Source: an optimization exercise on an open RTL-to-GDS flow (aim: small area, a short achievable clock period and few clock cycles per item). Production flows keep margins and buffers that such runs may drop. RTL that was checked went through simulation tests only; none was proved equivalent to the original. No functional check of the RTL was part of runs 1 to 3. No run shown here takes its clock network from TritonCTS; it comes from the design's own scripts or RTL. The flow treats the clock pin as an ideal source. Dropping or thinning the clock tree relies on that and would not hold on a real chip. Power figures rest on the tool's default switching activity, not on a simulated workload.

$ cat flow/flow/run.sh
#!/bin/bash
# Standard ORFS layout with two changes:
#  - the port buffers are buf_2 cells instead of the cell buffer_ports picks by
#    default (a slow delay buffer);
#  - after CTS, the clock tree is rebuilt with one level of buffers
#    (flow/post_cts.tcl): the clock port drives 3 clkbuf_16 cells, each
#    driving the registers of one slice of the core.
set -euo pipefail
export BUFFER_PORTS_ARGS="-buffer_cell sky130_fd_sc_hd__buf_2"
export POST_CTS_TCL="$PWD/flow/post_cts.tcl"
bash standard.sh > make.log 2>&1
$ cat flow/flow/post_cts.tcl
# POST_CTS hook: replace the clock tree TritonCTS built (two levels of
# buffers) by one level: the clock port drives 3 clkbuf_16 buffers, each driving
# the flip-flops in one slice of the core, split by x position. A shallower
# tree makes every register's clock arrive earlier by the same amount.
set block [ord::get_db_block]
set db [ord::get_db]
set clknet [$block findNet clk]

# every register clock pin reached from the clock port through buffers
proc clock_sinks {net} {
  set sinks {}
  foreach it [$net getITerms] {
    if {[$it isInputSignal] == 0 && [$it isOutputSignal]} continue
    set inst [$it getInst]
    set m [$inst getMaster]
    if {[string match "*clkbuf*" [$m getName]] && [[$it getMTerm] getName] eq "A"} {
      set out [$inst findITerm X]
      set onet [$out getNet]
      if {$onet ne "NULL"} { set sinks [concat $sinks [clock_sinks $onet]] }
    } elseif {[$m isSequential]} {
      lappend sinks $it
    } else {
      # a dummy load CTS added for balancing
      lappend ::dummy_loads $inst
    }
  }
  return $sinks
}

set ::dummy_loads {}
set sinks [clock_sinks $clknet]
puts "manual clock tree: [llength $sinks] sinks"

# remove the buffers and nets of the old tree
proc clock_tree_bufs {net} {
  set bufs {}
  foreach it [$net getITerms] {
    set inst [$it getInst]
    if {[string match "*clkbuf*" [[$inst getMaster] getName]] && [[$it getMTerm] getName] eq "A"} {
      lappend bufs $inst
      set onet [[$inst findITerm X] getNet]
      if {$onet ne "NULL"} { set bufs [concat $bufs [clock_tree_bufs $onet]] }
    }
  }
  return $bufs
}
set old [clock_tree_bufs $clknet]
set oldnets {}
foreach inst $old {
  set onet [[$inst findITerm X] getNet]
  if {$onet ne "NULL"} { lappend oldnets $onet }
}
foreach it $sinks { $it disconnect }
foreach inst $old { odb::dbInst_destroy $inst }
foreach inst $::dummy_loads { odb::dbInst_destroy $inst }
puts "removed [llength $::dummy_loads] dummy clock loads"
foreach n $oldnets { if {[llength [$n getITerms]] == 0} { odb::dbNet_destroy $n } }
puts "removed [llength $old] clock buffers"

set nb 3
set master [$db findMaster sky130_fd_sc_hd__clkbuf_16]
set pts {}
foreach it $sinks {
  lassign [[$it getInst] getLocation] x y
  lappend pts [list $x $y $it]
}
set pts [lsort -integer -index 0 $pts]
set n [llength $pts]
set per [expr {int(ceil(double($n)/$nb))}]
for {set b 0} {$b < $nb} {incr b} {
  set grp [lrange $pts [expr {$b*$per}] [expr {min($n,($b+1)*$per)-1}]]
  if {[llength $grp] == 0} continue
  set sx 0; set sy 0
  foreach s $grp { set sx [expr {$sx+[lindex $s 0]}]; set sy [expr {$sy+[lindex $s 1]}] }
  set cx [expr {$sx/[llength $grp]}]; set cy [expr {$sy/[llength $grp]}]
  set inst [odb::dbInst_create $block $master "clkbuf_leaf_$b"]
  $inst setLocation $cx $cy
  $inst setPlacementStatus PLACED
  set net [odb::dbNet_create $block "clknet_leaf_$b"]
  $net setSigType CLOCK
  foreach s $grp { [lindex $s 2] connect $net }
  [$inst findITerm X] connect $net
  [$inst findITerm A] connect $clknet
  puts "clock buffer $b: [llength $grp] sinks"
}
detailed_placement
check_placement -verbose
estimate_parasitics -placement
report_clock_latency
$ cat flow/standard.sh
#!/bin/bash
# synth_recipe.tcl (not shown) runs the flow's synth.tcl, then flattens the netlist and writes it again
# the make line also repeats each setting of config.mk as NAME=value (left out here)
make -C /OpenROAD-flow-scripts/flow DESIGN_CONFIG=/design/flow/config.mk WORK_HOME=/design/flow/orfs CLKGATE_MAP_FILE= SYNTH_SCRIPT=/design/flow/synth_recipe.tcl "${@:-finish}"
$ cat flow/config.mk
export PLATFORM = sky130hd
export DESIGN_NAME = full_hash
export DESIGN_NICKNAME = full_hash
export VERILOG_FILES = /design/flow/design.v
export SDC_FILE = /design/flow/constraint.sdc
export NUM_CORES = 4
export LEC_CHECK = 0
export CAP_MARGIN = 20
export CORE_MARGIN = 2
export CORE_UTILIZATION = 40
export PLACE_DENSITY = 0.6
export SETUP_SLACK_MARGIN = 3.1
export SLEW_MARGIN = 20
$ cat flow/constraint.sdc
create_clock -name core_clock -period 5.0 [get_ports {clk}]
set_input_delay 1.0000 -clock core_clock [delete_from_list [all_inputs] [get_ports {clk}]]
set_output_delay 1.0000 -clock core_clock [all_outputs]
set_load 0.01 [all_outputs]
$ cat flow/design.v
module sbox (
    input   wire [5:0] in
    ,output wire [3:0] out
);
    localparam [63:0] T0 = 64'hA4CD96D24B76B948;
    localparam [63:0] T1 = 64'hC50B38C692705D2B;
    localparam [63:0] T2 = 64'h6B5B9DA191E66B96;
    localparam [63:0] T3 = 64'h429DCD6A79E1348E;
    assign out[0] = T0[in];
    assign out[1] = T1[in];
    assign out[2] = T2[in];
    assign out[3] = T3[in];
endmodule
module C6 (
    input   wire [7:0] C6_in
    ,output wire [5:0] C6_out
);
assign C6_out[0] = C6_in[6];
assign C6_out[1] = C6_in[4];
assign C6_out[2] = C6_in[5] ^ C6_in[0];
assign C6_out[3] = C6_in[2];
assign C6_out[4] = C6_in[3];
assign C6_out[5] = C6_in[7] ^ C6_in[1];
endmodule
module M6 (
     input  wire [7:0] a
    ,output wire [5:0] b 
);
assign b[0] = a[5] ^ a[4] ;
assign b[1] = a[6];
assign b[2] = a[7];
assign b[3] = a[0];
assign b[4] = a[1];
assign b[5] = a[3] ^ a[2];
endmodule
module full_hash (
    input wire clk
    ,input wire rst_n
    ,input wire start
    ,input wire [7:0] Byte
    ,input wire End_of_File
    ,input wire F_dr
    ,output wire [0:31] R_h
    ,output wire F_rtr
    ,output wire H_ready
);
    reg  [31:4] g;         
    reg  [5:0]  x;         
    reg  [3:0]  s;         
    reg         v1;        
    reg         v2;        
    reg  [15:0] R_c;       
    reg         eof1;      
    reg         fin;       
    reg         fin2;      
    reg         done;      
    reg         restart;   
    reg         rdy;       
    wire        xfer = F_dr & rdy;
    wire        hi_zero = (R_c[15:8] == 8'd0);
    wire        start_now = start & hi_zero & (R_c[7:0] == 8'd0);
    wire [5:0]  m6_out;
    wire [5:0]  c6_lo, c6_hi;
    wire [3:0]  s_out;
    M6 modulo_m6 (.a(Byte), .b(m6_out));
    C6 modulo_c6_lo (.C6_in(R_c[7:0]), .C6_out(c6_lo));
    C6 modulo_c6_hi (.C6_in(R_c[15:8]), .C6_out(c6_hi));
    sbox modulo_sbox (.in(x), .out(s_out));
    wire sp01, sp02, sp03, sp12, sp13, sp23;
    assign sp01 = s[0] ^ s[1];
    assign sp02 = s[0] ^ s[2];
    assign sp03 = s[0] ^ s[3];
    assign sp12 = s[1] ^ s[2];
    assign sp13 = s[1] ^ s[3];
    assign sp23 = s[2] ^ s[3];
    wire [31:4] f;
    assign f[4] = g[26] ^ s[3];
    assign f[5] = g[27] ^ s[0];
    assign f[6] = g[24] ^ s[1];
    assign f[7] = ~(g[25] ^ s[2]);
    assign f[8] = g[31] ^ s[0];
    assign f[9] = g[28] ^ s[1];
    assign f[10] = ~(g[29] ^ s[2]);
    assign f[11] = g[30] ^ s[3];
    assign f[12] = g[5] ^ sp01;
    assign f[13] = ~(g[6] ^ sp12);
    assign f[14] = g[7] ^ sp23;
    assign f[15] = g[4] ^ sp03;
    assign f[16] = g[10] ^ sp01;
    assign f[17] = ~(g[11] ^ sp12);
    assign f[18] = g[8] ^ sp23;
    assign f[19] = g[9] ^ sp03;
    assign f[20] = g[15] ^ sp02;
    assign f[21] = ~(g[12] ^ sp13);
    assign f[22] = ~(g[13] ^ sp02);
    assign f[23] = g[14] ^ sp13;
    assign f[24] = g[16] ^ sp02;
    assign f[25] = g[17] ^ sp13;
    assign f[26] = g[18] ^ sp02;
    assign f[27] = g[19] ^ sp13;
    assign f[28] = ~(g[21] ^ sp03);
    assign f[29] = ~(g[22] ^ sp01);
    assign f[30] = g[23] ^ sp12;
    assign f[31] = g[20] ^ sp23;
    wire        fin_short = fin & hi_zero;
    wire        done_next = ~start_now & (done | fin_short | fin2);
    wire [31:4] g_fold = g ^ {20'd0, s & {4{fin2}} | {2'b00, fin_short, 1'b0}, s & {4{fin}}};
    always_ff @(posedge clk) begin
        x <= F_dr ? m6_out : eof1 ? c6_hi : c6_lo;
        s <= s_out;
    end
    always_ff @(posedge clk or negedge rst_n)
        if (!rst_n) begin
            v1   <= 1'b0;
            v2   <= 1'b0;
            R_c  <= 16'd0;
            eof1 <= 1'b0;
            fin  <= 1'b0;
            fin2 <= 1'b0;
            done <= 1'b0;
            restart <= 1'b0;
        end else begin
            v1   <= xfer;
            v2   <= v1 & ~start_now;
            if (xfer)
                R_c <= R_c + 16'd1;
            eof1 <= End_of_File & ~(eof1 | fin | fin2 | done);
            fin  <= eof1;
            fin2 <= fin & ~hi_zero;
            done <= done_next;
            restart <= start_now;
        end
    always_ff @(posedge clk)
        g <= (~rst_n | restart) ? 28'h10DC3AF : v2 ? f : g_fold;
    always_ff @(posedge clk)
        rdy <= ~rst_n | ~done_next;
    assign F_rtr = rdy;
    assign H_ready = done;
    assign R_h[3] = g[4];
    assign R_h[2] = g[5];
    assign R_h[1] = g[6];
    assign R_h[0] = g[7];
    assign R_h[7] = g[8];
    assign R_h[6] = g[9];
    assign R_h[5] = g[10];
    assign R_h[4] = g[11];
    assign R_h[11] = g[15];
    assign R_h[10] = g[12];
    assign R_h[9] = g[13];
    assign R_h[8] = g[14];
    assign R_h[15] = g[19];
    assign R_h[14] = g[16];
    assign R_h[13] = g[17];
    assign R_h[12] = g[18];
    assign R_h[19] = g[22];
    assign R_h[18] = g[23];
    assign R_h[17] = g[20];
    assign R_h[16] = g[21];
    assign R_h[23] = g[26];
    assign R_h[22] = g[27];
    assign R_h[21] = g[24];
    assign R_h[20] = g[25];
    assign R_h[27] = g[29];
    assign R_h[26] = g[30];
    assign R_h[25] = g[31];
    assign R_h[24] = g[28];
    assign R_h[31] = ~g[5];
    assign R_h[30] = g[6];
    assign R_h[29] = g[7];
    assign R_h[28] = g[4];
endmodule
==> impl_metrics.env, run 1 <==
export IMPL_grt_total_usage_pct=15.73
export IMPL_drt_iter0_drc=83
export IMPL_nFillCells=817
export IMPL_ys_seq_area_share_pct=39.39
export IMPL_wire_per_inst_um=14.88
export IMPL_cp_arrival_ns=1.93
export IMPL_async_flop_share_pct=37.10
export IMPL_start_util_pct=41.49
export IMPL_max_cap_violations=0
export IMPL_status="complete, no violations"
export IMPL_worst_slew_pin_slew_ns=0.7253
export IMPL_clk_pin_slew_ns=0.08
export IMPL_synthCells=355
export IMPL_dp_cells=484
export IMPL_place_gp_congestion=0.8565
export IMPL_hpwlAfterDp_um=5267
export IMPL_drc=0
export IMPL_synth_edf_count=0
export IMPL_cp_num_buf_inv=1
export IMPL_die_h_um=96.78
export IMPL_drv_slew=0
export IMPL_grt_pass1_wl_um=12340
export IMPL_critPathTopFamily="simple AND/OR/NAND/NOR gates"
export IMPL_synth_area_per_cell_um2=9.699
export IMPL_yosysMostFrequentCell="dfxtp_1"
export IMPL_first_global_vias=2485
export IMPL_tns_ns=0
export IMPL_p_leak_nw=1.690
export IMPL_yosys_register_bits=62
export IMPL_slowest_stage="nor4_4"
export IMPL_synth_cell_types=46
export IMPL_synth_top_area_share_pct=22.67
export IMPL_critPathMaxStageDelay_ns=0.40
export IMPL_rows=33
export IMPL_antenna_cells=0
export IMPL_clock_latency_ns=0.15
export IMPL_yosys_top_cells_count="dfxtp_1 (39), nand2_1 (38), xnor2_1 (37)"
export IMPL_ys_warn_count=1
export IMPL_syn_area_um2=3443
export IMPL_power_density_nw_per_um2=589.4
export IMPL_via_per_inst=5.181
export IMPL_clock_sinks=62
export IMPL_instances_no_fill=491
export IMPL_crit_required_ns=5.04
export IMPL_period_share_pct=37.78
export IMPL_critPathKind="primary input to flop"
export IMPL_synth_ff_type="dfxtp_1"
export IMPL_critPathLaunchType="primary input"
export IMPL_ir_worst_vdd_v=0.0002616
export IMPL_ios=47
export IMPL_portBuffers=46
export IMPL_path_max_fanout=4
export IMPL_nets=411
export IMPL_wl_um=7304
export IMPL_max_slew_margin_pct=51.20
export IMPL_design_die_area_um2=9366
export IMPL_coreArea_um2=8299
export IMPL_area_growth_pct=14.06
export IMPL_hp_class="flop to flop"
export IMPL_antenna_found_initial=0
export IMPL_syn_nets=378
export IMPL_grt_max_degree=40
export IMPL_cp_end_kind="flop"
export IMPL_firstDrtPassIters=4
export IMPL_yosys_area_top_type="dfxtp_1"
export IMPL_drive_gt1_share_pct=23.83
export IMPL_overflow=0
export IMPL_setup_viol=0
export IMPL_crit_chain="buf_12 > nand4_1 > nor4_4 > nand3_2 > xnor2_2"
export IMPL_rsz0062_at_grt="true"
export IMPL_die_x_um=96.78
export IMPL_ant_nets=0
export IMPL_fmaxAchievable_mhz=529.3
export IMPL_finalHoldViolations=0
export IMPL_fin_crit_ns=1.889
export IMPL_vias=2544
export IMPL_skew_ns=0.005289
export IMPL_synth_area_leaders="dfxtp_1 (23%), dfrtp_1 (17%), xnor2_1 (9.4%)"
==> per-stage QoR <==
stage / worst slack, ns / total power [mW] / instance area (um^2) / hold WS [ns] / util (%)
floorplan: 3.111 / 1.786 / 3445 / 0.3519 / -
global placement: 2.390 / 2.045 / 3695 / 0.4454 / 44.52
detailed placement: 2.331 / 2.066 / 3695 / 0.4529 / 44.52
global route: 3.064 / 2.511 / 3928 / 0.4873 / 47.32
finish: 3.111 / 2.315 / 3928 / 0.4679 / 47.32
==> per-layer routing <==
layer | track usage [%] | share of wire [%]
met5 | 0 | 0
met4 | 3.034 | 0.88
met3 | 2.601 | 3.5
met2 | 26.12 | 48
met1 | 21.86 | 47
==> registers in the layout, indices dropped and copies added, names as in the netlist <==
signal / count
rdy: 1
v1: 1
s: 4
g: 28
x: 6
restart: 1
fin: 1
fin2: 1
done: 1
eof1: 1
R_c: 16
v2: 1
==> cell usage in the layout, fill, tap and decap left out, drive strengths merged, types with 6 or more instances in the layout <==
cell type	instances
ha	10
nor2	29
a21oi	9
o21ai	14
dfxtp	39
dfrtp	23
inv	11
xor2	23
nand3	6
a211oi	8
xnor2	41
buf	51
o211ai	6
nand2	39
mux2i	26
==> logic make-up after synthesis <==
logic type | after synthesis | share of synthesized area, %
buffers and inverters | 34 | 4.651
DFF | 62 | 39.39
adders and majority gates | 10 | 3.634
and+or+nand+nor | 101 | 13.81
xor gates and xnor gates | 64 | 17.15
muxes | 34 | 11.81
AOI/OAI and AO/OA | 50 | 9.557
==> worst paths after layout <==
kind / end / slack [ns] / from / cells past startpoint
worst max-delay path: R_c[15] / 3.11 / F_dr / 5
worst min-delay path: v2 / 0.47 / v1 / 1
worst max register to register: s[1] / 3.17 / x[1] / 6
worst min register to register: v2 / 0.47 / v1 / 1
max in group asynchronous: R_c[7] / 4.00 / rst_n / 1
min in group asynchronous: v1 / 0.74 / rst_n / 1
==> final cells by class <==
cell class / instances / area (um^2) / share of cell area [%]
multi-input cells: 259 / 2002 / 50.97
flip-flops and latches: 62 / 1380 / 35.14
repair buffers: 51 / 297.8 / 7.582
plain buffers: 3 / 75.07 / 1.911
well taps: 105 / 131.4 / 3.345
inverters: 11 / 41.29 / 1.051
==> power breakdown <==
group	internal (mW)	switching, mW
combinational	0.590	0.531
sequential	0.677	0.286
clock	0.109	0.121
==> run 2, diff against run 1 <==
--- a/flow/config.mk
+++ b/flow/config.mk
@@ -7,7 +7,7 @@
 export LEC_CHECK = 0
 export CAP_MARGIN = 20
 export CORE_MARGIN = 2
-export CORE_UTILIZATION = 40
-export PLACE_DENSITY = 0.6
+export CORE_UTILIZATION = 55
+export PLACE_DENSITY = 0.7
 export SETUP_SLACK_MARGIN = 3.1
 export SLEW_MARGIN = 20
==> run 2 against run 1 <==
  * Synthesized cell count unchanged
  * Synthesized area unchanged
  * Combinational power about the same
  * Flip-flop and latch count unchanged
  * Utilization up 17 points
  * Die area down 26%
  * Via count down 1.4%
  * Sequential share of layout area up 0.51 points
  * Sequential power up 0.5%
  * Worst hold slack better by 0.017 ns
  * Setup slack worse by 0.018 ns
  * Final cell count down 5.7%
  * Highest routed layer unchanged
==> impl_metrics.env, run 2 <==
export IMPL_status="complete, no violations"
export IMPL_layout_common_cells="buf_2 (44), nand2_1 (38), xnor2_1 (37)"
export IMPL_top_regs="g x28, R_c x16, x x6"
export IMPL_synth_edf_count=0
export IMPL_ir_worst_vdd_v=0.0003433
export IMPL_fmaxAchievable_mhz=524.4
export IMPL_syn_area_um2=3443
export IMPL_ios=47
export IMPL_place_gp_congestion=0.8664
export IMPL_synthCells=355
export IMPL_intPower_mw=1.379
export IMPL_pwr_share_seq_pct=41.7
export IMPL_synth_cell_types=46
export IMPL_cp_arrival_ns=1.97
export IMPL_yosys_register_bits=62
export IMPL_cp_end_kind="flop"
export IMPL_synth_area_leaders="dfxtp_1 (23%), dfrtp_1 (17%), xnor2_1 (9.4%)"
export IMPL_setup_viol=0
export IMPL_p_leak_nw=1.678
export IMPL_critPathKind="primary input to flop"
export IMPL_area_growth_pct=12.43
export IMPL_grt_max_degree=40
export IMPL_power_density_nw_per_um2=600.2
export IMPL_wl_um=7064
export IMPL_utilization_pct=64.62
export IMPL_start_util_pct=57.48
export IMPL_portBuffers=46
export IMPL_regMostFlops="g"
export IMPL_layout_commonest_cell="buf_2"
export IMPL_p_clk_share_pct=10.0
export IMPL_rows=28
export IMPL_drt_iter0_drc=108
export IMPL_crit_required_ns=5.06
export IMPL_synth_area_per_cell_um2=9.699
export IMPL_drc=0
export IMPL_netSwitchingFraction_pct=40.62
export IMPL_vias=2509
export IMPL_yosys_area_top_type="dfxtp_1"
export IMPL_via_per_inst=5.419
export IMPL_yosysMostFrequentCell="dfxtp_1"
export IMPL_max_cap_violations=0
export IMPL_ys_seq_area_share_pct=39.39
export IMPL_pwr_share_comb_pct=48.3
export IMPL_firstDrtPassIters=4
export IMPL_syn_nets=378
export IMPL_drv_slew=0
export IMPL_hp_class="flop to flop"
export IMPL_largest_reg_flops=28
export IMPL_grt_util_met1_pct=29.56
export IMPL_max_slew_margin_pct=59.12
export IMPL_antenna_cells=0
export IMPL_first_global_vias=2435
export IMPL_critPathLaunchType="primary input"
export IMPL_drive_gt1_share_pct=23.20
export IMPL_die_x_um=83.13
export IMPL_ant_nets=0
export IMPL_tns_ns=0
export IMPL_fin_crit_ns=1.907
export IMPL_clock_latency_ns=0.15
export IMPL_antenna_found_initial=0
export IMPL_ys_warn_count=1
export IMPL_die_h_um=83.13
export IMPL_top_usage_layer="met2"
export IMPL_wire_per_inst_um=15.26
export IMPL_clk_pin_slew_ns=0.08
export IMPL_p_switching_mw=0.9439
export IMPL_synth_top_area_share_pct=22.67
export IMPL_yosys_top_cells_count="dfxtp_1 (39), nand2_1 (38), xnor2_1 (37)"
export IMPL_grt_total_usage_pct=20.63
export IMPL_async_flop_share_pct=37.10
export IMPL_coreArea_um2=5991
export IMPL_path_max_fanout=4
export IMPL_period_share_pct=38.14
export IMPL_gr_usage_met3_pct=3.181
export IMPL_clock_sinks=62
export IMPL_nets=413
export IMPL_synth_ff_type="dfxtp_1"
export IMPL_met2_usage_pct=33.50
export IMPL_p_total_mw=2.323
export IMPL_skew_ns=0.004428
export IMPL_rsz0062_at_grt="true"
export IMPL_grt_pass1_wl_um=12020
export IMPL_hpwlAfterDp_um=4990
export IMPL_overflow=0
export IMPL_worst_slew_pin_slew_ns=0.6076
export IMPL_design_die_area_um2=6910
export IMPL_finalHoldViolations=0
-- run 2: cell counts after synthesis --
No cell type changed its count.
-- run 2: power by group through the flow --
stage                     logic [mW]  clock network (mW)  registers (mW)
final                           1.12               0.233           0.968
after global placement          1.07                   0           0.959
after detailed placement        1.09                   0           0.963
after floorplan                0.924                   0           0.862
after global routing            1.24               0.253            1.00
-- run 2: metal layers --
layer	vias to the layer above	wire, um
met5	-	0
met4	0	55
met3	5	225
met2	42	3447
met1	1195	3336
li1	1267	-
-- run 2: logic make-up (layout without fill, tap and decap cells) --
group / after synthesis / after routing / synth area share (%)
AO/OA/AOI/OAI: 50 / 50 / 9.557
buffers and inverters: 34 / 67 / 4.651
XOR/XNOR: 64 / 64 / 17.15
flip-flops: 62 / 62 / 39.39
multiplexers: 34 / 34 / 11.81
adder cells (fa/ha/maj): 10 / 10 / 3.634
AND/OR/NAND/NOR: 101 / 101 / 13.81
-- run 2: path summary, 6_finish.rpt --
path	cells past startpoint	from	slack [ns]	end
setup / recovery	5	F_dr	3.09	R_c[13]
hold / removal	1	v1	0.48	v2
setup reg to reg	6	x[0]	3.14	s[1]
hold reg to reg	1	v1	0.48	v2
max in group asynchronous	1	rst_n	4.00	eof1
min in group asynchronous	1	rst_n	0.74	R_c[4]
-- run 2: through the flow --
| stage | cell area (um^2) | std cells | setup WS, ns | hold slack, ns |
|---|---|---|---|---|
| 3_3_place_gp | 3657 | 454 | 2.466 | 0.4494 |
| 5_1_grt | 3871 | 463 | 3.035 | 0.5149 |
| 3_5_place_dp | 3657 | 454 | 2.395 | 0.4754 |
| 6_report | 3871 | 463 | 3.093 | 0.4847 |
| 2_1_floorplan | 3445 | 355 | 3.111 | 0.3519 |
-- run 2: final cells by class --
type | count | area [um^2]
sequential | 62 | 1380
multi-input combinational | 259 | 1968
buffer | 3 | 75.07
inverter | 11 | 41.29
tap | 75 | 93.84
fill | 519 | 2120
timing repair buffer | 53 | 312.8
-- run 2: worst max-delay path, cell delays in order --
cell,delay (ns)
buf_12,0.08
nand4_1,0.16
nor4_4,0.39
nand3_1,0.14
xnor2_1,0.20
==> run 3, diff against run 2 <==
--- a/flow/config.mk
+++ b/flow/config.mk
@@ -7,7 +7,7 @@
 export LEC_CHECK = 0
 export CAP_MARGIN = 20
 export CORE_MARGIN = 2
-export CORE_UTILIZATION = 55
-export PLACE_DENSITY = 0.7
-export SETUP_SLACK_MARGIN = 3.1
+export CORE_UTILIZATION = 40
+export PLACE_DENSITY = 0.6
+export SETUP_SLACK_MARGIN = 3.15
 export SLEW_MARGIN = 20
==> run 3 against run 2 <==
  * Flip-flop and latch count unchanged
  * Critical path depth stayed put
  * Global-route usage decreased by 4.6 points
  * Utilization down 15 points
  * Combinational power rose by 9.8%
  * Clock skew up 0.0015 ns
  * Synthesized area unchanged
  * Largest cell class unchanged
==> impl_metrics.env, run 3 <==
export IMPL_drc=0
export IMPL_multi_input_area_um2=2038
export IMPL_synth_top_area_share_pct=22.67
export IMPL_coreArea_um2=8299
export IMPL_period_share_pct=37.47
export IMPL_ir_worst_vdd_v=0.0003537
export IMPL_overflow=0
export IMPL_fin_crit_ns=1.873
export IMPL_synth_top_family_by_area="XOR/XNOR gates"
export IMPL_start_util_pct=41.49
export IMPL_die_h_um=96.78
export IMPL_crit_required_ns=5.04
export IMPL_portBuffers=46
export IMPL_syn_area_um2=3443
export IMPL_regMostFlops="g"
export IMPL_synth_cell_types=46
export IMPL_layout_common_cells="buf_2 (42), nand2_1 (38), xnor2_1 (36)"
export IMPL_synth_simple_area_share_pct=13.81
export IMPL_nets=431
export IMPL_cp_end_kind="flop"
export IMPL_hpwlAfterDp_um=5234
export IMPL_yosysMostFrequentCell="dfxtp_1"
export IMPL_nFillCells=778
export IMPL_area_growth_pct=20.35
export IMPL_ys_seq_area_share_pct=39.39
export IMPL_power_density_nw_per_um2=586.0
export IMPL_skew_ns=0.005926
export IMPL_ant_nets=0
export IMPL_grt_max_degree=40
export IMPL_antenna_found_initial=0
export IMPL_synth_compound_area_share_pct=9.557
export IMPL_synth_area_per_cell_um2=9.699
export IMPL_async_flop_share_pct=37.10
export IMPL_worstRegToRegCells=4
export IMPL_cp_num_buf_inv=1
export IMPL_seq_area_um2=1410
export IMPL_clock_latency_ns=0.15
export IMPL_max_cap_violations=0
export IMPL_yosys_area_top_type="dfxtp_1"
export IMPL_rows=33
export IMPL_rr_endpoint="s[2]"
export IMPL_dp_cells=484
export IMPL_layout_commonest_cell="buf_2"
export IMPL_wl_um=7636
export IMPL_critPathMaxStageDelay_ns=0.39
export IMPL_status="complete, no violations"
export IMPL_die_x_um=96.78
export IMPL_top_regs="g x28, R_c x16, x x6"
export IMPL_firstDrtPassIters=4
export IMPL_critPathTopFamily="simple AND/OR/NAND/NOR gates"
export IMPL_clk_pin_slew_ns=0.08
export IMPL_worst_slew_pin_slew_ns=0.6412
export IMPL_p_total_mw=2.428
export IMPL_drive_gt1_share_pct=33.50
export IMPL_vias=2611
export IMPL_hold_slack_ns=0.4728
export IMPL_yosys_register_bits=62
export IMPL_syn_nets=378
export IMPL_drv_slew=0
export IMPL_finalHoldViolations=0
export IMPL_fmaxAchievable_mhz=533.8
export IMPL_dpl_cell_area_um2=3696
export IMPL_synth_xor_xnor_area_share_pct=17.15
export IMPL_grt_pass1_wl_um=12530
export IMPL_max_slew_margin_pct=56.86
export IMPL_ios=47
export IMPL_ys_warn_count=1
export IMPL_tns_ns=0
export IMPL_clock_sinks=62
export IMPL_p_leak_nw=1.777
export IMPL_synthAdderAreaFrac_pct=3.634
export IMPL_crit_chain="buf_12 > nand4_1 > nor4_4 > nand3_2 > xnor2_2"
export IMPL_crit_start="F_dr"
export IMPL_hp_class="flop to flop"
export IMPL_yosys_top_cells_count="dfxtp_1 (39), nand2_1 (38), xnor2_1 (37)"
export IMPL_synth_area_leaders="dfxtp_1 (23%), dfrtp_1 (17%), xnor2_1 (9.4%)"
export IMPL_instances_no_fill=511
export IMPL_design_die_area_um2=9366
export IMPL_grt_total_usage_pct=16.03
export IMPL_r2r_start="x[2]"
export IMPL_critical_path_depth=5
export IMPL_via_per_inst=5.110
export IMPL_wire_per_inst_um=14.94
export IMPL_crit_end="R_c[15]"
export IMPL_synth_edf_count=0
export IMPL_largest_reg_flops=28
export IMPL_critPathKind="primary input to flop"
export IMPL_antenna_cells=0
export IMPL_setup_viol=0
export IMPL_place_gp_congestion=0.8437
export IMPL_final_cell_area_um2=4144
export IMPL_cp_arrival_ns=1.91
export IMPL_critPathLaunchType="primary input"
export IMPL_synth_ff_type="dfxtp_1"
export IMPL_drt_iter0_drc=95
export IMPL_rsz0062_at_grt="true"
export IMPL_synthMuxAreaShare_pct=11.81
export IMPL_path_max_fanout=4
export IMPL_synthCells=355
export IMPL_r2r_setup_slack_ns=3.19
export IMPL_first_global_vias=2553
export IMPL_slowest_stage="nor4_4"
## run 3: cell counts after synthesis
No cell type changed its count.
## run 3: metrics by stage
step                utilization [%]  worst slack (ns)
finish                        49.93             3.127
global route                  49.93             3.017
floorplan                         -             3.174
detailed placement            44.53             2.383
global placement              44.53             2.453
## run 3: cell families after synthesis
family,after synthesis
buf+inv,34
flops,62
fa+ha+maj,10
xor+xnor,64
mux,34
compound gates,50
simple gates,101
## run 3: power by group
part,switching (mW),leakage (nW),total (mW),internal [mW]
registers,0.273,0.631,0.967,0.694
logic,0.570,1.11,1.23,0.656
clock network,0.126,0.0370,0.235,0.109
## run 3: routing by layer
metal	routed length, um	track usage, %	part of all wire, %
met1	3633	22.42	48
met2	3719	26.71	49
met3	246	2.529	3.2
met4	36	2.709	0.47
met5	0	0	0
## run 3: how the worst min path moves through the flow
stage	startpoint	to	slack [ns]	cells after the start
floorplan	eof1	fin	0.35	0
global placement	v1	v2	0.45	1
detailed placement	v1	v2	0.46	1
global route	v1	v2	0.49	1
finish	v1	v2	0.47	1
## run 3: cell type report
type | instances | area share [%]
Multi-Input combinational cell | 260 | 49.18
Sequential cell | 62 | 34.03
Buffer | 3 | 1.812
Tap cell | 105 | 3.170
Inverter | 11 | 1.178
Timing Repair Buffer | 70 | 10.63
==> run 4, diff against run 3 <==
--- a/flow/design.v
+++ b/flow/design.v
@@ -55,8 +55,7 @@
     reg         fin2;      
     reg         done;      
     reg         restart;   
-    reg         rdy;       
-    wire        xfer = F_dr & rdy;
+    wire        xfer = F_dr & ~done;
     wire        hi_zero = (R_c[15:8] == 8'd0);
     wire        start_now = start & hi_zero & (R_c[7:0] == 8'd0);
     wire [5:0]  m6_out;
@@ -103,7 +102,6 @@
     assign f[30] = g[23] ^ sp12;
     assign f[31] = g[20] ^ sp23;
     wire        fin_short = fin & hi_zero;
-    wire        done_next = ~start_now & (done | fin_short | fin2);
     wire [31:4] g_fold = g ^ {20'd0, s & {4{fin2}} | {2'b00, fin_short, 1'b0}, s & {4{fin}}};
     always_ff @(posedge clk) begin
         x <= F_dr ? m6_out : eof1 ? c6_hi : c6_lo;
@@ -127,14 +125,12 @@
             eof1 <= End_of_File & ~(eof1 | fin | fin2 | done);
             fin  <= eof1;
             fin2 <= fin & ~hi_zero;
-            done <= done_next;
+            done <= ~start_now & (done | fin_short | fin2);
             restart <= start_now;
         end
     always_ff @(posedge clk)
         g <= (~rst_n | restart) ? 28'h10DC3AF : v2 ? f : g_fold;
-    always_ff @(posedge clk)
-        rdy <= ~rst_n | ~done_next;
-    assign F_rtr = rdy;
+    assign F_rtr = ~done;
     assign H_ready = done;
     assign R_h[3] = g[4];
     assign R_h[2] = g[5];
==> run 4 against run 3 <==
  * Setup slack got worse by 0.0046 ns
  * Register-to-register slack got worse by 0.07 ns
  * Total power fell by 59%
  * Utilization shrank 0.86 points
  * Flip-flop and latch count fell by 1
  * Combinational power is 82% lower
  * Cell area is 2.2% lower
  * Highest routed layer unchanged
==> impl_metrics.env, run 4 <==
export IMPL_antenna_cells=0
export IMPL_nets=436
export IMPL_critPathKind="flop to flop"
export IMPL_drt_iter0_drc=268
export IMPL_fmaxAchievable_mhz=532.5
export IMPL_yosys_area_top_type="dfxtp_1"
export IMPL_antenna_found_initial=0
export IMPL_grt_max_degree=40
export IMPL_synth_cell_types=48
export IMPL_top_regs="g x28, R_c x16, x x6"
export IMPL_clock_sinks=61
export IMPL_place_gp_congestion=0.8718
export IMPL_yosys_register_bits=61
export IMPL_worstRegToRegCells=6
export IMPL_status="complete, no violations"
export IMPL_grt_pass1_wl_um=11990
export IMPL_tns_ns=0
export IMPL_rows=33
export IMPL_skew_ns=0.004743
export IMPL_synth_top_area_share_pct=22.11
export IMPL_hp_class="flop to flop"
export IMPL_path_max_fanout=8
export IMPL_fin_crit_ns=1.878
export IMPL_start_util_pct=41.67
export IMPL_syn_area_um2=3441
export IMPL_yosys_top_cells_count="nand2_1 (44), dfxtp_1 (38), xnor2_1 (37)"
export IMPL_rsz0062_at_grt="true"
export IMPL_cp_end_kind="flop"
export IMPL_regMostFlops="g"
export IMPL_synthCells=370
export IMPL_clock_latency_ns=0.15
export IMPL_grt_total_usage_pct=15.20
export IMPL_area_growth_pct=17.78
export IMPL_design_die_area_um2=9360
export IMPL_crit_end="s[1]"
export IMPL_hpwlAfterDp_um=5131
export IMPL_drc=0
export IMPL_via_per_inst=5.202
export IMPL_rr_endpoint="s[1]"
export IMPL_synth_edf_count=0
export IMPL_drive_gt1_share_pct=31.14
export IMPL_cp_arrival_ns=1.92
export IMPL_clk_pin_slew_ns=0.08
export IMPL_power_density_nw_per_um2=243.8
export IMPL_drv_slew=0
export IMPL_utilization_pct=49.08
export IMPL_syn_nets=393
export IMPL_r2r_start="x[0]"
export IMPL_wl_um=7483
export IMPL_synth_ff_type="dfxtp_1"
export IMPL_wire_per_inst_um=14.50
export IMPL_nFillCells=778
export IMPL_worst_slew_pin_slew_ns=0.5064
export IMPL_ys_seq_area_share_pct=38.84
export IMPL_first_global_vias=2413
export IMPL_synth_area_per_cell_um2=9.299
export IMPL_crit_required_ns=5.05
export IMPL_ys_warn_count=1
export IMPL_p_leak_nw=1.676
export IMPL_portBuffers=46
export IMPL_synth_area_leaders="dfxtp_1 (22%), dfrtp_1 (17%), xnor2_1 (9.4%)"
export IMPL_max_cap_violations=0
export IMPL_crit_start="x[0]"
export IMPL_yosysMostFrequentCell="nand2_1"
export IMPL_layout_commonest_cell="nand2_1"
export IMPL_finalHoldViolations=0
export IMPL_vias=2684
export IMPL_firstDrtPassIters=5
export IMPL_ios=47
export IMPL_largest_reg_flops=28
export IMPL_overflow=0
export IMPL_setup_viol=0
export IMPL_period_share_pct=37.56
export IMPL_r2r_setup_slack_ns=3.12
export IMPL_ir_worst_vdd_v=0.0001433
export IMPL_async_flop_share_pct=37.70
export IMPL_max_slew_margin_pct=66.00
export IMPL_critPathLaunchType="flop"
export IMPL_coreArea_um2=8258
export IMPL_layout_common_cells="nand2_1 (44), buf_2 (43), xnor2_1 (37)"
export IMPL_ant_nets=0
export IMPL_die_x_um=96.75
export IMPL_die_h_um=96.75
## run 4: changes by cell type in the layout (fill, tap and decap cells not counted), sizes merged, moves of 3 or more
cell | before | now
a21o | 0 | 3
a21oi | 9 | 6
a31oi | 0 | 4
buf | 70 | 62
mux2 | 3 | 0
mux2i | 26 | 23
nand2 | 39 | 44
nor3 | 3 | 7
o21ai | 14 | 18
xnor2 | 41 | 38
## run 4: through the flow
stage / worst slack [ns] / instance area, um^2 / hold slack [ns] / power [mW] / cells
2_1_floorplan: 3.117 / 3448 / 0.3519 / 0.7127 / 370
3_3_place_gp: 2.431 / 3681 / 0.4598 / 0.7488 / 496
3_5_place_dp: 2.402 / 3681 / 0.4625 / 0.7508 / 496
5_1_grt: 3.075 / 4053 / 0.5125 / 1.037 / 516
6_report: 3.122 / 4053 / 0.4792 / 0.9879 / 516
## run 4: where the power goes
group          leakage [nW]  switching, mW  internal (mW)
clock network        0.0370          0.122          0.109
registers             0.618         0.0381          0.498
logic                  1.02          0.107          0.113
## run 4: worst min path at each step
stage | startpoint | endpoint | slack, ns | cells after the start
6_report | v1 | v2 | 0.48 | 1
5_1_grt | v1 | v2 | 0.51 | 1
3_5_place_dp | v1 | v2 | 0.46 | 1
3_3_place_gp | v1 | v2 | 0.46 | 1
2_1_floorplan | eof1 | fin | 0.35 | 0
## run 4: cell type report
cell class | instances | area (um^2) | area share (%)
repair buffers | 63 | 379.1 | 9.355
plain buffers | 3 | 75.07 | 1.852
flip-flops and latches | 61 | 1385 | 34.18
well taps | 105 | 131.4 | 3.242
multi-input cells | 273 | 2037 | 50.26
inverters | 11 | 45.04 | 1.111
## run 4: worst max-delay path, stage by stage (launching register included)
cell and delay [ns]:
dfxtp_4 0.40, clkinvlp_4 0.16, ha_2 0.28, nor2_1 0.16, o21ai_2 0.06, mux4_2 0.48, a22o_1 0.24
## run 4: kinds of logic (layout without fill, tap and decap cells)
group | Yosys count | in the layout | synth area share [%]
adder cells (fa/ha/maj) | 10 | 10 | 3.636
AO/OA/AOI/OAI | 58 | 58 | 11.42
buffers and inverters | 37 | 77 | 5.163
XOR/XNOR | 63 | 63 | 16.25
multiplexers | 27 | 27 | 9.309
flip-flops | 61 | 61 | 38.84
AND/OR/NAND/NOR | 114 | 115 | 15.38
## run 4: routing by layer
metal / wire (um) / global-route usage (%)
met1: 3495 / 21.57
met2: 3651 / 25.27
met3: 302 / 2.384
met4: 33 / 1.950
met5: 0 / 0
Testbench counts of run 4, summed over its fixed seeds: cycles 8,189, bytes 7,421.
==> run 5, diff against run 4 <==
--- a/flow/config.mk
+++ b/flow/config.mk
@@ -9,5 +9,5 @@
 export CORE_MARGIN = 2
 export CORE_UTILIZATION = 40
 export PLACE_DENSITY = 0.6
-export SETUP_SLACK_MARGIN = 3.15
+export SETUP_SLACK_MARGIN = 3.1
 export SLEW_MARGIN = 20
==> run 5 against run 4 <==
  * Die area unchanged
  * Register-to-register slack better by 0.11 ns
  * Worst hold slack lost 0.0081 ns
  * Largest cell class unchanged
  * Largest power group unchanged
==> impl_metrics.env, run 5 <==
export IMPL_power_density_nw_per_um2=251.0
export IMPL_synth_cell_types=48
export IMPL_grt_pass1_wl_um=12290
export IMPL_firstDrtPassIters=4
export IMPL_tns_ns=0
export IMPL_area_growth_pct=14.04
export IMPL_first_global_vias=2477
export IMPL_regMostFlops="g"
export IMPL_wl_um=7367
export IMPL_design_die_area_um2=9360
export IMPL_worst_slew_pin_slew_ns=0.5056
export IMPL_grt_max_degree=40
export IMPL_yosys_register_bits=61
export IMPL_clk_pin_slew_ns=0.08
export IMPL_nFillCells=818
export IMPL_ant_nets=0
export IMPL_slowest_stage="nor3_2"
export IMPL_setup_viol=0
export IMPL_portBuffers=46
export IMPL_synth_area_leaders="dfxtp_1 (22%), dfrtp_1 (17%), xnor2_1 (9.4%)"
export IMPL_critPathMaxStageDelay_ns=0.28
export IMPL_clock_sinks=61
export IMPL_finalHoldViolations=0
export IMPL_die_x_um=96.75
export IMPL_largest_reg_flops=28
export IMPL_hp_class="flop to flop"
export IMPL_synth_ff_type="dfxtp_1"
export IMPL_drv_slew=0
export IMPL_wire_per_inst_um=14.59
export IMPL_skew_ns=0.005807
export IMPL_syn_area_um2=3441
export IMPL_r2r_start="x[2]"
export IMPL_synth_top_area_share_pct=22.11
export IMPL_rows=33
export IMPL_cp_arrival_ns=1.88
export IMPL_drt_iter0_drc=177
export IMPL_period_share_pct=36.15
export IMPL_holdCritStartpoint="v1"
export IMPL_place_gp_congestion=0.8345
export IMPL_syn_nets=393
export IMPL_dp_cells=496
export IMPL_antenna_found_initial=0
export IMPL_ys_seq_area_share_pct=38.84
export IMPL_synth_area_per_cell_um2=9.299
export IMPL_yosys_area_top_type="dfxtp_1"
export IMPL_ir_worst_vdd_v=0.0001937
export IMPL_coreArea_um2=8258
export IMPL_hpwlAfterDp_um=5201
export IMPL_dpl_cell_area_um2=3680
export IMPL_start_util_pct=41.67
export IMPL_fmaxAchievable_mhz=553.3
export IMPL_crit_chain="buf_12 > nand3b_1 > nor3_2 > and3_1 > xor2_1"
export IMPL_crit_start="F_dr"
export IMPL_clock_latency_ns=0.15
export IMPL_die_h_um=96.75
export IMPL_synthCells=370
export IMPL_top_regs="g x28, R_c x16, x x6"
export IMPL_multi_input_area_um2=2006
export IMPL_critPathKind="primary input to flop"
export IMPL_ios=47
export IMPL_max_slew_margin_pct=66.05
export IMPL_yosys_top_cells_count="nand2_1 (44), dfxtp_1 (38), xnor2_1 (37)"
export IMPL_via_per_inst=5.257
export IMPL_layout_common_cells="nand2_1 (44), buf_2 (44), xnor2_1 (37)"
export IMPL_grt_total_usage_pct=15.45
export IMPL_nets=425
export IMPL_crit_required_ns=5.08
export IMPL_utilization_pct=47.52
export IMPL_cp_end_kind="flop"
export IMPL_status="complete, no violations"
export IMPL_critPathLaunchType="primary input"
export IMPL_instances_no_fill=505
export IMPL_p_leak_nw=1.618
export IMPL_seq_area_um2=1358
export IMPL_overflow=0
export IMPL_synth_edf_count=0
export IMPL_antenna_cells=0
export IMPL_rsz0062_at_grt="false"
export IMPL_async_flop_share_pct=37.70
export IMPL_path_max_fanout=4
export IMPL_yosysMostFrequentCell="nand2_1"
export IMPL_final_cell_area_um2=3924
export IMPL_ys_warn_count=1
export IMPL_max_cap_violations=0
export IMPL_drive_gt1_share_pct=24.00
export IMPL_fin_crit_ns=1.807
export IMPL_vias=2655
export IMPL_drc=0
[run 5: cell counts after synthesis]
Identical to the previous run, type by type.
[run 5: layer usage]
layer  global-route usage (%)  share of wire [%]  up-vias
met4                    2.600               0.48        0
met3                    2.746                4.4        3
met5                        0                  0        -
met1                    21.93                 48     1271
li1                         -                  -     1316
met2                    25.11                 47       65
[run 5: power breakdown]
group	internal, mW	switching (mW)
sequential	0.500	0.0388
combinational	0.109	0.103
clock	0.109	0.125
total	0.718	0.266
[run 5: area by class of cell]
type	instances	share of cell area, %
Multi-Input combinational cell	272	51.12
Sequential cell	61	34.60
Timing Repair Buffer	53	7.972
Tap cell	105	3.348
Inverter	11	1.052
Buffer	3	1.913
[run 5: stage by stage]
| stage | hold slack, ns | setup WS (ns) | total power [mW] |
|---|---|---|---|
| final | 0.4711 | 3.193 | 0.9848 |
| after global routing | 0.5041 | 3.118 | 1.031 |
| after detailed placement | 0.4619 | 2.391 | 0.7517 |
| after global placement | 0.4632 | 2.447 | 0.7494 |
| after floorplan | 0.3519 | 3.117 | 0.7125 |
[run 5: cells by family (layout without fill, tap and decap cells)]
family,Yosys count,after routing,share of synthesized area (%)
fa+ha+maj,10,10,3.636
mux,27,27,9.309
simple gates,114,114,15.38
compound gates,58,58,11.42
xor+xnor,63,63,16.25
buf+inv,37,67,5.163
flops,61,61,38.84
[run 5: path summary, 6_finish.rpt]
| path | endpoint | slack (ns) | cells after the start |
|---|---|---|---|
| max | R_c[8] | 3.19 | 5 |
| min | v2 | 0.47 | 1 |
| max reg2reg | s[3] | 3.23 | 4 |
| min reg2reg | v2 | 0.47 | 1 |
| max in group asynchronous | done | 4.00 | 1 |
| min in group asynchronous | v2 | 0.74 | 1 |
[run 5: critical path, delay by kind of cell]
kind | cells | cell delay, ns
buffers and inverters | 1 | 0.07
XOR/XNOR | 1 | 0.14
AND/OR/NAND/NOR | 3 | 0.67
==> run 6, diff against run 5 <==
--- a/flow/design.v
+++ b/flow/design.v
@@ -56,13 +56,15 @@
     reg         done;      
     reg         restart;   
     wire        xfer = F_dr & ~done;
+    wire [15:0] count = R_c + {15'd0, v1};
+    wire        count_zero = v1 ? (&R_c) : ~(|R_c);
+    wire        start_now = start & count_zero;
     wire        hi_zero = (R_c[15:8] == 8'd0);
-    wire        start_now = start & hi_zero & (R_c[7:0] == 8'd0);
     wire [5:0]  m6_out;
     wire [5:0]  c6_lo, c6_hi;
     wire [3:0]  s_out;
     M6 modulo_m6 (.a(Byte), .b(m6_out));
-    C6 modulo_c6_lo (.C6_in(R_c[7:0]), .C6_out(c6_lo));
+    C6 modulo_c6_lo (.C6_in(count[7:0]), .C6_out(c6_lo));
     C6 modulo_c6_hi (.C6_in(R_c[15:8]), .C6_out(c6_hi));
     sbox modulo_sbox (.in(x), .out(s_out));
     wire sp01, sp02, sp03, sp12, sp13, sp23;
@@ -102,6 +104,7 @@
     assign f[30] = g[23] ^ sp12;
     assign f[31] = g[20] ^ sp23;
     wire        fin_short = fin & hi_zero;
+    wire        done_next = ~restart & (done | fin_short | fin2);
     wire [31:4] g_fold = g ^ {20'd0, s & {4{fin2}} | {2'b00, fin_short, 1'b0}, s & {4{fin}}};
     always_ff @(posedge clk) begin
         x <= F_dr ? m6_out : eof1 ? c6_hi : c6_lo;
@@ -120,12 +123,11 @@
         end else begin
             v1   <= xfer;
             v2   <= v1 & ~start_now;
-            if (xfer)
-                R_c <= R_c + 16'd1;
+            R_c  <= count;
             eof1 <= End_of_File & ~(eof1 | fin | fin2 | done);
             fin  <= eof1;
             fin2 <= fin & ~hi_zero;
-            done <= ~start_now & (done | fin_short | fin2);
+            done <= done_next;
             restart <= start_now;
         end
     always_ff @(posedge clk)
==> run 6 against run 5 <==
  * Still clean on timing, DRC and antenna
  * Flip-flop and latch count unchanged
  * Sequential power increased by 64%
  * Utilization fell by 1.2 points
  * Largest power group is now combinational cells
==> impl_metrics.env, run 6 <==
export IMPL_drive_gt1_share_pct=21.13
export IMPL_clock_latency_ns=0.15
export IMPL_synth_ff_type="dfxtp_1"
export IMPL_synth_top_area_share_pct=22.39
export IMPL_ys_seq_area_share_pct=39.32
export IMPL_clock_sinks=61
export IMPL_instances_no_fill=493
export IMPL_syn_area_um2=3398
export IMPL_r2r_start="x[0]"
export IMPL_design_die_area_um2=9249
export IMPL_ant_nets=0
export IMPL_drt_iter0_drc=74
export IMPL_setup_viol=0
export IMPL_r2r_setup_slack_ns=3.17
export IMPL_period_share_pct=36.66
export IMPL_critPathKind="flop to flop"
export IMPL_yosysMostFrequentCell="xnor2_1"
export IMPL_worst_slew_pin_slew_ns=0.5709
export IMPL_async_flop_share_pct=37.70
export IMPL_dp_cells=487
export IMPL_coreArea_um2=8217
export IMPL_power_density_nw_per_um2=567.6
export IMPL_grt_max_degree=40
export IMPL_finalHoldViolations=0
export IMPL_drc=0
export IMPL_ios=47
export IMPL_synth_edf_count=0
export IMPL_rsz0062_at_grt="false"
export IMPL_layout_commonest_cell="buf_2"
export IMPL_synth_compound_area_share_pct=9.242
export IMPL_top_regs="g x28, R_c x16, x x6"
export IMPL_holdPathEnd="g[23]"
export IMPL_holdPathStages=2
export IMPL_holdCritStartpoint="g[23]"
export IMPL_nets=413
export IMPL_first_global_vias=2327
export IMPL_clk_pin_slew_ns=0.09
export IMPL_synth_simple_area_share_pct=16.02
export IMPL_place_gp_congestion=0.8147
export IMPL_drv_slew=0
export IMPL_syn_nets=383
export IMPL_max_slew_margin_pct=61.67
export IMPL_grt_pass1_wl_um=11580
export IMPL_start_util_pct=41.36
export IMPL_grt_total_usage_pct=15.90
export IMPL_synth_area_leaders="dfxtp_1 (22%), dfrtp_1 (17%), xnor2_1 (10%)"
export IMPL_hp_class="flop to flop"
export IMPL_synth_cell_types=43
export IMPL_die_h_um=96.17
export IMPL_status="complete, no violations"
export IMPL_synth_xor_xnor_area_share_pct=15.98
export IMPL_antenna_cells=0
export IMPL_critPathLaunchType="flop"
export IMPL_rows=33
export IMPL_overflow=0
export IMPL_skew_ns=0.005036
export IMPL_yosys_register_bits=61
export IMPL_yosys_top_cells_count="xnor2_1 (39), dfxtp_1 (38), nand2_1 (37)"
export IMPL_fmaxAchievable_mhz=545.5
export IMPL_layout_common_cells="buf_2 (45), xnor2_1 (39), nand2_1 (37)"
export IMPL_ir_worst_vdd_v=0.0002731
export IMPL_portBuffers=46
export IMPL_wl_um=7058
export IMPL_hpwlAfterDp_um=5143
export IMPL_wire_per_inst_um=14.32
export IMPL_fin_crit_ns=1.833
export IMPL_synthMuxAreaShare_pct=11.05
export IMPL_tns_ns=0
export IMPL_synthCells=360
export IMPL_synth_area_per_cell_um2=9.440
export IMPL_via_per_inst=5.099
export IMPL_cp_end_kind="flop"
export IMPL_worstRegToRegCells=4
export IMPL_regMostFlops="g"
export IMPL_synth_top_family_by_area="simple AND/OR/NAND/NOR gates"
export IMPL_area_growth_pct=12.04
export IMPL_largest_reg_flops=28
export IMPL_die_x_um=96.17
export IMPL_vias=2514
export IMPL_rr_endpoint="s[3]"
export IMPL_antenna_found_initial=0
export IMPL_ys_warn_count=1
export IMPL_path_max_fanout=8
export IMPL_cp_arrival_ns=1.86
export IMPL_max_cap_violations=0
export IMPL_yosys_area_top_type="dfxtp_1"
export IMPL_crit_required_ns=5.03
export IMPL_synthAdderAreaFrac_pct=3.682
export IMPL_p_leak_nw=1.550
export IMPL_firstDrtPassIters=4
run 6: how the worst max path moves through the flow:
stage | startpoint | endpoint | slack [ns] | cells past startpoint
3_5_place_dp | rst_n | g[9] | 2.27 | 4
6_report | x[0] | s[3] | 3.17 | 4
5_1_grt | x[0] | s[2] | 3.11 | 6
2_1_floorplan | x[0] | s[3] | 3.11 | 7
3_3_place_gp | rst_n | g[9] | 2.28 | 4
run 6: cell type report:
type | count | area, um^2
Buffer | 3 | 75.07
Timing Repair Buffer | 50 | 279.0
Fill cell | 815 | 4409
Multi-Input combinational cell | 265 | 1929
Tap cell | 105 | 131.4
Inverter | 9 | 33.78
Sequential cell | 61 | 1359
run 6: routing by layer:
metal | global-route usage (%) | routed length, um
met5 | 0 | 0
met4 | 2.262 | 44
met3 | 2.506 | 311
met2 | 26.27 | 3207
met1 | 22.43 | 3494
run 6: cell families after synthesis:
logic type | Yosys count
AOI/OAI and AO/OA | 51
xor gates and xnor gates | 62
adders and majority gates | 10
buffers and inverters | 34
DFF | 61
muxes | 30
and+or+nand+nor | 112
run 6: through the flow:
stage / area, um^2 / setup slack, ns / hold WS [ns] / utilization (%) / power [mW]
5_1_grt: 3807 / 3.111 / 0.5276 / 46.34 / 2.342
3_5_place_dp: 3641 / 2.267 / 0.4553 / 44.31 / 1.901
6_report: 3807 / 3.167 / 0.5093 / 46.34 / 2.161
3_3_place_gp: 3641 / 2.282 / 0.4513 / 44.31 / 1.884
2_1_floorplan: 3398 / 3.109 / 0.4131 / - / 1.668
run 6: where the power goes:
part | leakage [nW] | total [mW] | switching, mW | internal [mW]
combinational | 0.895 | 1.05 | 0.507 | 0.540
sequential | 0.618 | 0.880 | 0.245 | 0.635
clock | 0.0370 | 0.234 | 0.125 | 0.109
run 6: critical path, cell delays in order, from the launching register on:
cell and delay, ns:
dfxtp_4 0.40, inv_1 0.11, ha_1 0.26, mux4_2 0.47, mux4_2 0.46
Testbench counts of run 6, summed over its fixed seeds: cycles 8,189, bytes 7,421.
==> run 7, diff against run 6 <==
--- a/flow/design.v
+++ b/flow/design.v
@@ -55,7 +55,8 @@
     reg         fin2;      
     reg         done;      
     reg         restart;   
-    wire        xfer = F_dr & ~done;
+    reg         rdy;       
+    wire        xfer = F_dr & rdy;
     wire [15:0] count = R_c + {15'd0, v1};
     wire        count_zero = v1 ? (&R_c) : ~(|R_c);
     wire        start_now = start & count_zero;
@@ -132,7 +133,9 @@
         end
     always_ff @(posedge clk)
         g <= (~rst_n | restart) ? 28'h10DC3AF : v2 ? f : g_fold;
-    assign F_rtr = ~done;
+    always_ff @(posedge clk)
+        rdy <= ~rst_n | ~done_next;
+    assign F_rtr = rdy;
     assign H_ready = done;
     assign R_h[3] = g[4];
     assign R_h[2] = g[5];
==> run 7 against run 6 <==
  * Still clean on timing, DRC and antenna
  * Cell area up 0.20%
  * Routed wire length down 1.2%
  * Clock power about the same
  * Flip-flop and latch count up 1
  * Register-to-register slack about the same
  * Sequential power up 2%
  * Synthesized area up 0.66%
  * First-iteration DRC count down 41%
  * Die area up 0.64%
  * Global-route usage down 0.32 points
  * Critical path type unchanged
  * Largest cell class unchanged
==> impl_metrics.env, run 7 <==
export IMPL_r2r_setup_slack_ns=3.17
export IMPL_pwr_share_comb_pct=48.5
export IMPL_yosys_register_bits=62
export IMPL_ys_warn_count=1
export IMPL_ys_seq_area_share_pct=39.65
export IMPL_ir_worst_vdd_v=0.0002840
export IMPL_cp_arrival_ns=1.86
export IMPL_tns_ns=0
export IMPL_power_density_nw_per_um2=576.0
export IMPL_synthMuxAreaShare_pct=10.68
export IMPL_synth_top_area_share_pct=22.82
export IMPL_synth_area_per_cell_um2=9.502
export IMPL_first_global_vias=2394
export IMPL_p_switching_mw=0.8765
export IMPL_slowest_stage="mux4_2"
export IMPL_dp_cells=486
export IMPL_period_share_pct=36.66
export IMPL_yosys_area_top_type="dfxtp_1"
export IMPL_critPathMaxStageDelay_ns=0.48
export IMPL_hp_class="flop to flop"
export IMPL_path_max_fanout=8
export IMPL_nFillCells=820
export IMPL_antenna_found_initial=0
export IMPL_syn_area_um2=3421
export IMPL_largest_reg_flops=28
export IMPL_synth_cell_types=47
export IMPL_coreArea_um2=8258
export IMPL_max_cap_violations=0
export IMPL_crit_top_cell="mux4_2"
export IMPL_clk_pin_slew_ns=0.08
export IMPL_grt_max_degree=40
export IMPL_synth_edf_count=0
export IMPL_cp_end_kind="flop"
export IMPL_worst_slew_pin_slew_ns=0.5425
export IMPL_synthCells=360
export IMPL_synth_area_leaders="dfxtp_1 (23%), dfrtp_1 (17%), xnor2_1 (10%)"
export IMPL_grt_pass1_wl_um=11540
export IMPL_area_growth_pct=11.52
export IMPL_rsz0062_at_grt="false"
export IMPL_top_regs="g x28, R_c x16, x x6"
export IMPL_drive_gt1_share_pct=20.10
export IMPL_critPathKind="flop to flop"
export IMPL_grt_total_usage_pct=15.59
export IMPL_crit_required_ns=5.02
export IMPL_regMostFlops="g"
export IMPL_setup_viol=0
export IMPL_synth_top_family_by_area="XOR/XNOR gates"
export IMPL_nets=413
export IMPL_drc=0
export IMPL_cp_num_buf_inv=1
export IMPL_wire_per_inst_um=14.15
export IMPL_fin_crit_ns=1.833
export IMPL_p_clk_share_pct=10.6
export IMPL_synth_ff_type="dfxtp_1"
export IMPL_start_util_pct=41.42
export IMPL_clock_latency_ns=0.15
export IMPL_portBuffers=46
export IMPL_synth_xor_xnor_area_share_pct=15.84
export IMPL_yosys_top_cells_count="dfxtp_1 (39), xnor2_1 (39), nand2_1 (35)"
export IMPL_crit_chain="inv_1 > ha_1 > mux4_2 > mux4_2"
export IMPL_firstDrtPassIters=4
export IMPL_intPower_mw=1.321
export IMPL_via_per_inst=5.132
export IMPL_vias=2530
export IMPL_layout_common_cells="buf_2 (45), xnor2_1 (39), nand2_1 (35)"
export IMPL_clock_sinks=62
export IMPL_instances_no_fill=493
export IMPL_fmaxAchievable_mhz=545.6
export IMPL_ios=47
export IMPL_design_die_area_um2=9307
export IMPL_max_slew_margin_pct=63.57
export IMPL_synth_compound_area_share_pct=10.13
export IMPL_status="complete, no violations"
export IMPL_overflow=0
export IMPL_layout_commonest_cell="buf_2"
export IMPL_critPathLaunchType="flop"
export IMPL_finalHoldViolations=0
export IMPL_drt_iter0_drc=44
export IMPL_die_h_um=96.48
export IMPL_p_leak_nw=1.579
export IMPL_ant_nets=0
export IMPL_wl_um=6975
export IMPL_synthAdderAreaFrac_pct=3.658
export IMPL_netSwitchingFraction_pct=39.89
export IMPL_skew_ns=0.003605
export IMPL_critPathTopFamily="multiplexers"
export IMPL_synth_simple_area_share_pct=15.29
export IMPL_hpwlAfterDp_um=5091
export IMPL_drv_slew=0
export IMPL_die_x_um=96.48
export IMPL_pwr_share_seq_pct=40.9
export IMPL_async_flop_share_pct=37.10
export IMPL_antenna_cells=0
export IMPL_syn_nets=383
export IMPL_place_gp_congestion=0.8360
export IMPL_rows=33
==> run 7: worst register-to-register path: stages (launching register included) <==
cell and delay, ns:
dfxtp_4 0.40, inv_1 0.11, ha_1 0.26, mux4_2 0.48, mux4_2 0.47
==> run 7: cell type report <==
| type | instances | area (um^2) | share of cell area, % |
|---|---|---|---|
| Buffer | 3 | 75.07 | 1.968 |
| Tap cell | 105 | 131.4 | 3.444 |
| Sequential cell | 62 | 1373 | 35.98 |
| Multi-Input combinational cell | 264 | 1936 | 50.74 |
| Timing Repair Buffer | 51 | 270.3 | 7.084 |
| Inverter | 8 | 30.03 | 0.7871 |
==> run 7: power groups by stage <==
stage	logic [mW]	registers (mW)	clock network, mW
finish	1.06	0.899	0.233
global route	1.19	0.935	0.262
detailed placement	1.04	0.908	0
global placement	1.03	0.905	0
floorplan	0.924	0.793	0
==> run 7: per-layer routing <==
metal / track usage, % / vias up / part of all wire, %
met1: 21.44 / 1181 / 48
li1: - / 1291 / -
met3: 2.560 / 5 / 5.0
met5: 0 / - / 0
met2: 26.68 / 53 / 46
met4: 1.761 / 0 / 0.33
==> run 7: worst paths after layout <==
kind                             from     end  cells past startpoint
worst max-delay path             x[0]    s[3]                      4
worst min-delay path            g[29]   g[29]                      2
worst max register to register   x[0]    s[3]                      4
worst min register to register  g[29]   g[29]                      2
max in group asynchronous       rst_n     fin                      1
min in group asynchronous       rst_n  R_c[0]                      1
==> run 7: cell families (layout without fill, tap and decap cells) <==
kind of cell,after synthesis,count (layout)
simple gates,109,109
flops,62,62
xor+xnor,61,61
compound gates,55,55
buf+inv,34,62
mux,29,29
fa+ha+maj,10,10
==> run 7: through the flow <==
step | utilization, % | setup slack [ns] | hold slack, ns | area (um^2) | power, mW
finish | 46.20 | 3.167 | 0.5162 | 3815 | 2.197
global route | 46.20 | 3.108 | 0.5408 | 3815 | 2.392
detailed placement | 44.33 | 2.171 | 0.4392 | 3661 | 1.949
global placement | 44.33 | 2.211 | 0.4388 | 3661 | 1.936
floorplan | - | 3.109 | 0.4067 | 3426 | 1.717
Testbench counts of run 7, summed over its fixed seeds: cycles 8,189, bytes 7,421.
==> run 8, diff against run 7 <==
--- a/flow/config.mk
+++ b/flow/config.mk
@@ -9,5 +9,5 @@
 export CORE_MARGIN = 2
 export CORE_UTILIZATION = 40
 export PLACE_DENSITY = 0.6
-export SETUP_SLACK_MARGIN = 3.1
+export SETUP_SLACK_MARGIN = 3.0
 export SLEW_MARGIN = 20
==> run 8 against run 7 <==
  * Utilization shrank 0.20 points
  * Cell area shrank 0.43%
  * Sequential share of layout area shrank 0.18 points
  * Via count shrank 0.75%
  * Final cell count shrank 0.20%
  * Synthesized area is the same
  * Combinational power is essentially flat
  * Die area is the same
  * Clock skew grew 0.0032 ns
  * Flip-flop and latch count is the same
  * Worst hold slack lost 0.0092 ns
  * Critical endpoint is now g[9]
==> impl_metrics.env, run 8 <==
export IMPL_setup_viol=0
export IMPL_first_global_vias=2353
export IMPL_r2r_setup_slack_ns=3.12
export IMPL_layout_commonest_cell="buf_2"
export IMPL_drive_gt1_share_pct=17.57
export IMPL_firstDrtPassIters=4
export IMPL_syn_area_um2=3421
export IMPL_crit_chain="clkbuf_4 > nand2b_2 > o31a_1"
export IMPL_hold_slack_ns=0.5070
export IMPL_intPower_mw=1.309
export IMPL_syn_nets=383
export IMPL_hpwlAfterDp_um=5126
export IMPL_synthCells=360
export IMPL_seq_area_um2=1360
export IMPL_dp_cells=486
export IMPL_drt_iter0_drc=65
export IMPL_rsz0062_at_grt="true"
export IMPL_critPathKind="primary input to flop"
export IMPL_top_regs="g x28, R_c x16, x x6"
export IMPL_skew_ns=0.006758
export IMPL_max_cap_violations=0
export IMPL_max_slew_margin_pct=47.36
export IMPL_pwr_share_seq_pct=41.1
export IMPL_p_clk_share_pct=10.6
export IMPL_cp_arrival_ns=1.95
export IMPL_grt_pass1_wl_um=11580
export IMPL_yosys_top_cells_count="dfxtp_1 (39), xnor2_1 (39), nand2_1 (35)"
export IMPL_path_max_fanout=25
export IMPL_critPathLaunchType="primary input"
export IMPL_tns_ns=0
export IMPL_final_cell_area_um2=3799
export IMPL_cp_end_kind="flop"
export IMPL_antenna_cells=0
export IMPL_grt_total_usage_pct=15.71
export IMPL_multi_input_area_um2=1927
export IMPL_worst_slew_pin_slew_ns=0.7885
export IMPL_crit_start="rst_n"
export IMPL_period_share_pct=38.06
export IMPL_p_switching_mw=0.8766
export IMPL_nets=412
export IMPL_netSwitchingFraction_pct=40.10
export IMPL_hp_class="flop to flop"
export IMPL_status="complete, no violations"
export IMPL_coreArea_um2=8258
export IMPL_yosys_register_bits=62
export IMPL_portBuffers=46
export IMPL_synth_area_leaders="dfxtp_1 (23%), dfrtp_1 (17%), xnor2_1 (10%)"
export IMPL_dpl_cell_area_um2=3657
export IMPL_async_flop_share_pct=37.10
export IMPL_clock_latency_ns=0.15
export IMPL_wl_um=7024
export IMPL_pwr_share_comb_pct=48.3
export IMPL_fin_crit_ns=1.903
export IMPL_design_die_area_um2=9307
export IMPL_area_growth_pct=11.05
export IMPL_r2r_start="x[0]"
export IMPL_clock_sinks=62
export IMPL_via_per_inst=5.104
export IMPL_ios=47
export IMPL_yosys_area_top_type="dfxtp_1"
export IMPL_synth_top_area_share_pct=22.82
export IMPL_place_gp_congestion=0.8485
export IMPL_crit_required_ns=5.05
export IMPL_wire_per_inst_um=14.28
export IMPL_holdCritStartpoint="restart"
export IMPL_largest_reg_flops=28
export IMPL_rows=33
export IMPL_regMostFlops="g"
export IMPL_ys_seq_area_share_pct=39.65
export IMPL_synth_area_per_cell_um2=9.502
export IMPL_layout_common_cells="buf_2 (45), xnor2_1 (39), dfxtp_1 (36)"
export IMPL_p_leak_nw=1.580
export IMPL_drv_slew=0
export IMPL_drc=0
export IMPL_ant_nets=0
export IMPL_start_util_pct=41.42
export IMPL_instances_no_fill=492
export IMPL_die_x_um=96.48
export IMPL_ys_warn_count=1
export IMPL_vias=2511
export IMPL_overflow=0
export IMPL_die_h_um=96.48
export IMPL_finalHoldViolations=0
export IMPL_critPathMaxStageDelay_ns=0.34
export IMPL_fmaxAchievable_mhz=525.5
export IMPL_slowest_stage="o31a_1"
export IMPL_synth_cell_types=47
export IMPL_ir_worst_vdd_v=0.0002142
export IMPL_grt_max_degree=40
export IMPL_synth_ff_type="dfxtp_1"
export IMPL_antenna_found_initial=0
export IMPL_clk_pin_slew_ns=0.08
export IMPL_nFillCells=813
export IMPL_power_density_nw_per_um2=575.5
export IMPL_synth_edf_count=0
-- run 8: stage by stage --
stage          utilization, %  worst slack, ns  power [mW]
2_1_floorplan               -            3.013       1.714
3_3_place_gp            44.29            2.245       1.930
3_5_place_dp            44.29            2.184       1.949
5_1_grt                 46.00            2.986       2.379
6_report                46.00            3.097       2.186
-- run 8: final timing paths --
kind	cells past startpoint	endpoint
max	3	g[9]
min	1	done
max reg2reg	6	s[3]
min reg2reg	1	done
max in group asynchronous	1	R_c[12]
min in group asynchronous	1	R_c[7]
-- run 8: cell families (layout without fill, tap and decap cells) --
group | Yosys count | after routing | synth area share [%]
and+or+nand+nor | 109 | 109 | 15.29
AOI/OAI and AO/OA | 55 | 55 | 10.13
buffers and inverters | 34 | 61 | 4.755
muxes | 29 | 29 | 10.68
xor gates and xnor gates | 61 | 61 | 15.84
DFF | 62 | 62 | 39.65
adders and majority gates | 10 | 10 | 3.658
-- run 8: power by group through the flow --
stage          registers (mW)  logic [mW]  clock network (mW)
6_report                0.899        1.06               0.231
5_1_grt                 0.931        1.18               0.263
3_5_place_dp            0.908        1.04                   0
3_3_place_gp            0.903        1.03                   0
2_1_floorplan           0.793       0.921                   0
-- run 8: routing by layer --
| metal | vias up | part of all wire (%) | track usage [%] |
|---|---|---|---|
| li1 | 1284 | - | - |
| met1 | 1160 | 50 | 22.28 |
| met2 | 63 | 46 | 26.10 |
| met3 | 4 | 4.2 | 2.405 |
| met4 | 0 | 0.51 | 2.113 |
| met5 | - | 0 | 0 |
-- run 8: area by class of cell --
cell class              instances  share of cell area [%]
inverters                       8                  0.7905
well taps                     105                   3.459
repair buffers                 50                   7.246
flip-flops and latches         62                   35.80
plain buffers                   3                   1.976
multi-input cells             264                   50.72
-- run 8: critical path, delay by kind of cell --
| family | cells | cell delay [ns] |
|---|---|---|
| buffers and inverters | 1 | 0.32 |
| AND/OR/NAND/NOR | 1 | 0.28 |
| AO/OA/AOI/OAI | 1 | 0.34 |

==> port drivers added, routing unchanged <==
Ports are ideal in the flow. The routed layouts listed here were re-timed in OpenROAD.
Step 1, drivers: a clkbuf_16 drives clk and a buf_2 each remaining input, both assumed.
Step 2, shift: input delay + t, output delay - t, t = (earliest + latest rising clock arrival at the registers) / 2. This alone moves slack from input paths to output paths.
Slacks: no drivers / after step 1 / after step 2; pairs: no drivers / after step 1.
run	t, ns	setup slack, ns
run 1	0.203	3.111 / 3.107 / 2.904
run 2	0.205	3.093 / 3.087 / 2.882
run 3	0.206	3.127 / 3.122 / 2.916
run 4	0.209	3.122 / 3.122 / 2.930
run 5	0.209	3.193 / 3.151 / 2.984
run 6	0.205	3.167 / 3.139 / 3.089
run 7	0.207	3.167 / 3.167 / 3.029
run 8	0.205	3.097 / 3.122 / 2.925
After both steps setup and hold are still met in every run listed.
